From an optimization exercise on the open Yosys and OpenROAD flow, aimed at small area; shortcuts taken in it are not production practice.
Only simulation tests tie the RTL to the original design; equivalence was not proved.

## violet
## FFT_8pt
module FFT_8pt(
    input clk, reset,
    input [11:0] real_in, imag_in,
    input [2:0] addr_real, addr_imag,
    input wr_en_real, wr_en_imag,
    output [23:0] fft_real_out, fft_imag_out
);
    reg [95:0] real_mem, imag_mem;
    reg [2:0] read_addr_real, read_addr_imag;
    integer a;
    always @(posedge clk) begin
        for (a = 0; a < 8; a = a + 1) begin
            if (wr_en_real && addr_real == a) real_mem[a*12 +: 12] <= {~real_in[11], real_in[10:0]};
            if (wr_en_imag && addr_imag == a) imag_mem[a*12 +: 12] <= {~imag_in[11], imag_in[10:0]};
        end
        if (!wr_en_real) read_addr_real <= addr_real;
        if (!wr_en_imag) read_addr_imag <= addr_imag;
    end
    wire [11:0] mr = real_mem[read_addr_real*12 +: 12];
    wire [11:0] mi = imag_mem[read_addr_imag*12 +: 12];
    reg [2:0] k;
    reg run;
    always @(posedge clk or posedge reset) begin
        if (reset) begin
            k <= 3'd0;
            run <= 1'b0;
        end else begin
            k <= k + 3'd1;
            if (k == 3'd7) run <= 1'b1;
        end
    end
    wire sw = k[0] & k[1];
    wire ng = k[2] & ~k[0];
    wire [11:0] cr = sw ? mi : (mr ^ {12{ng}});
    wire [11:0] ci = (sw ? mr : mi) ^ {12{sw | ng}};
    reg [11:0] rr [0:7];
    reg [11:0] ri [0:7];
    wire [11:0] er = run ? rr[0] : cr;
    wire [11:0] ei = run ? ri[0] : ci;
    integer q;
    always @(posedge clk) begin
        for (q = 0; q < 7; q = q + 1) begin
            rr[q] <= rr[q+1];
            ri[q] <= ri[q+1];
        end
        rr[7] <= er;
        ri[7] <= ei;
    end
    wire [2:0] j = k + 3'd1;
    wire [11:0] sr0 = rr[1];
    wire [11:0] sr1 = rr[2];
    wire [11:0] sr2 = rr[3];
    wire [11:0] sr3 = rr[4];
    wire [11:0] sr4 = rr[5];
    wire [11:0] sr5 = rr[6];
    wire [11:0] sr6 = rr[7];
    wire [11:0] sr7 = er;
    wire [11:0] si0 = ri[1];
    wire [11:0] si1 = ri[2];
    wire [11:0] si2 = ri[3];
    wire [11:0] si3 = ri[4];
    wire [11:0] si4 = ri[5];
    wire [11:0] si5 = ri[6];
    wire [11:0] si6 = ri[7];
    wire [11:0] si7 = ei;
  ...
Settings: LEC_CHECK=0, CAP_MARGIN=0, CORE_MARGIN=2, CORE_UTILIZATION=65, SLEW_MARGIN=0, SYNTH_HIERARCHICAL=1; clock period 16.0 ns.
standard.sh (not shown) runs the stock make flow with config.mk's settings and CLKGATE_MAP_FILE= SYNTH_SCRIPT=/design/flow/synth_recipe.tcl, a recipe that flattens the netlist after the stock synthesis.
==> flow/flow/run.sh <==
#!/bin/bash
# Standard layout, with these changes: ports are buffered with the smallest
# buffer; the clock tree uses clkbuf_4 leaves and no dummy loads; buffers
# that synthesis added are removed and its upsized cells set back to drive 1
# after floorplanning (repair_design and repair_timing resize as needed).
set -euo pipefail
export BUFFER_PORTS_ARGS="-buffer_cell sky130_fd_sc_hd__buf_1"
export CTS_ARGS="-sink_clustering_enable -repair_clock_nets -dont_use_dummy_load -sink_clustering_size 10 -sink_clustering_max_diameter 50 -buf_list sky130_fd_sc_hd__clkbuf_4 -root_buf sky130_fd_sc_hd__clkbuf_16"
export REMOVE_ABC_BUFFERS=1
export POST_FLOORPLAN_TCL="$PWD/flow/downsize.tcl"
bash standard.sh > standard.log 2>&1
==> flow/flow/downsize.tcl <==
# Set every combinational cell to the smallest-area drive strength of the
# same cell, and let placement's repair_design and repair_timing size back up
# what the layout needs.
set db [ord::get_db]
set block [ord::get_db_block]
set n 0
foreach inst [$block getInsts] {
  set m [$inst getMaster]
  set name [$m getName]
  if {![regexp {^(sky130_fd_sc_hd__[a-z0-9]+)_([0-9]+)$} $name -> base drv]} { continue }
  if {[string match "*__df*" $base] || [string match "*__edf*" $base] \
      || [string match "*clk*" $base] || [string match "*conb*" $base]} { continue }
  set best $m
  set barea [expr {[$m getWidth] * [$m getHeight]}]
  foreach d {0 1 2} {
    set c [$db findMaster ${base}_$d]
    if {$c == "NULL" || $c == ""} { continue }
    set a [expr {[$c getWidth] * [$c getHeight]}]
    if {$a < $barea} { set best $c; set barea $a }
  }
  if {$best != $m} {
    $inst swapMaster $best
    incr n
  }
}
puts "downsize.tcl: $n instances resized"
## Diff of input files: harbor against violet
Settings: a change of CAP_MARGIN from 0 to 20; a change of SLEW_MARGIN from 0 to 20.
==> flow/flow/run.sh <==
#!/bin/bash
# Standard layout, with two changes: ports are buffered with the smallest
# buffer, and the clock tree uses larger sink clusters and no dummy loads.
set -euo pipefail
export BUFFER_PORTS_ARGS="-buffer_cell sky130_fd_sc_hd__buf_1"
export CTS_ARGS="-sink_clustering_enable -repair_clock_nets -dont_use_dummy_load -sink_clustering_size 24 -sink_clustering_max_diameter 120"
bash standard.sh > standard.log 2>&1
removed: flow/flow/downsize.tcl
[summary]
- harbor finished end to end and its layout was clean on timing, DRC and antenna.
- violet reports its startpoint of the most critical setup path as k[1]$_DFF_PP0_ while harbor reports k[0]$_DFF_PP0_.
- From violet to harbor the numbers moved as follows: max-slew headroom at the worst pin went up by 15 points, routed wire length on met2 went up by 740 um.
Changes in lagoon relative to harbor:
==> flow/flow/run.sh <==
#!/bin/bash
# Standard layout, with three changes: ports are buffered with the smallest
# buffer, the clock tree uses larger sink clusters and no dummy loads, and
# after global routing cells on paths with slack are downsized.
set -euo pipefail
export BUFFER_PORTS_ARGS="-buffer_cell sky130_fd_sc_hd__buf_1"
export CTS_ARGS="-sink_clustering_enable -repair_clock_nets -dont_use_dummy_load -sink_clustering_size 24 -sink_clustering_max_diameter 120"
export RECOVER_POWER=100
bash standard.sh > standard.log 2>&1
==> notes.md <==
What the final checks of lagoon revealed, after a flow that finished every stage, was a layout that fails on capacitance limit, slew limit.
Between harbor and lagoon, the difference in distinct cell type count of the synthesized netlist is negligible.
lagoon vs. harbor: met2 wire length went down by about 0.4%.
As far as register area goes, harbor and lagoon are indistinguishable; the numbers are identical.
Diff harbor -> lagoon: fmax shows no meaningful change; average routed wire per standard cell grew by 0.099 um.
Compared with harbor, lagoon shows detailed-route via count lower by 0.35%.
Going from harbor to lagoon, post-route clock period utilization level.
Changes in amber relative to lagoon:
Settings: swapping 65 for 80 in CORE_UTILIZATION.
==> flow/flow/run.sh <==
#!/bin/bash
# Standard layout, with two changes: ports are buffered with the smallest
# buffer, and the clock tree uses larger sink clusters and no dummy loads.
set -euo pipefail
export BUFFER_PORTS_ARGS="-buffer_cell sky130_fd_sc_hd__buf_1"
export CTS_ARGS="-sink_clustering_enable -repair_clock_nets -dont_use_dummy_load -sink_clustering_size 24 -sink_clustering_max_diameter 100 -buf_list {sky130_fd_sc_hd__clkbuf_8 sky130_fd_sc_hd__clkbuf_16}"
bash standard.sh > standard.log 2>&1
==> comparison <==
- amber went all the way through the flow, and no timing, DRC or antenna check failed.
- Final checks on lagoon, whose flow otherwise completed, came back failing, citing capacitance limit, slew limit.
- Cmp amber and lagoon / number of DRC markers after the initial detailed-route iteration / higher: amber
- From amber to lagoon, simple-gate portion of the synthesized area did not move at all.
- Sort amber and lagoon by total half-perimeter wirelength after legalization and detailed placement asc -> top: lagoon
- On final design area excluding fillers, amber tracks lagoon almost exactly.
- Going from lagoon to amber, wire length grows by about 13%.

afterwards: timing with drivers on the ports:
How much do the figures lean on ideal ports? The routed layouts below were timed once more, with nothing changed but the port constraints.
Step 1, drivers: a clkbuf_16 drives clk and a buf_2 each remaining input, both assumed.
Step 2 moves the port delays by t, midway between the first and last clock arrival at a register: inputs arrive t later, outputs are due t later. That takes back most of the time a late clock gives input paths.
a / b / c = no drivers / after step 1 / after step 2; a / b = the first two.
run	t, ns	setup WS [ns]	worst setup path at the end	worst data-port slew with drivers (ns)
violet	0.560	0.516 / 0.516 / 0.516	register to register	0.05
harbor	0.580	0.821 / 0.821 / 0.821	register to register	0.05
lagoon	0.578	0.837 / 0.837 / 0.837	register to register	0.05
amber	0.580	0.732 / 0.732 / 0.732	register to register	0.05
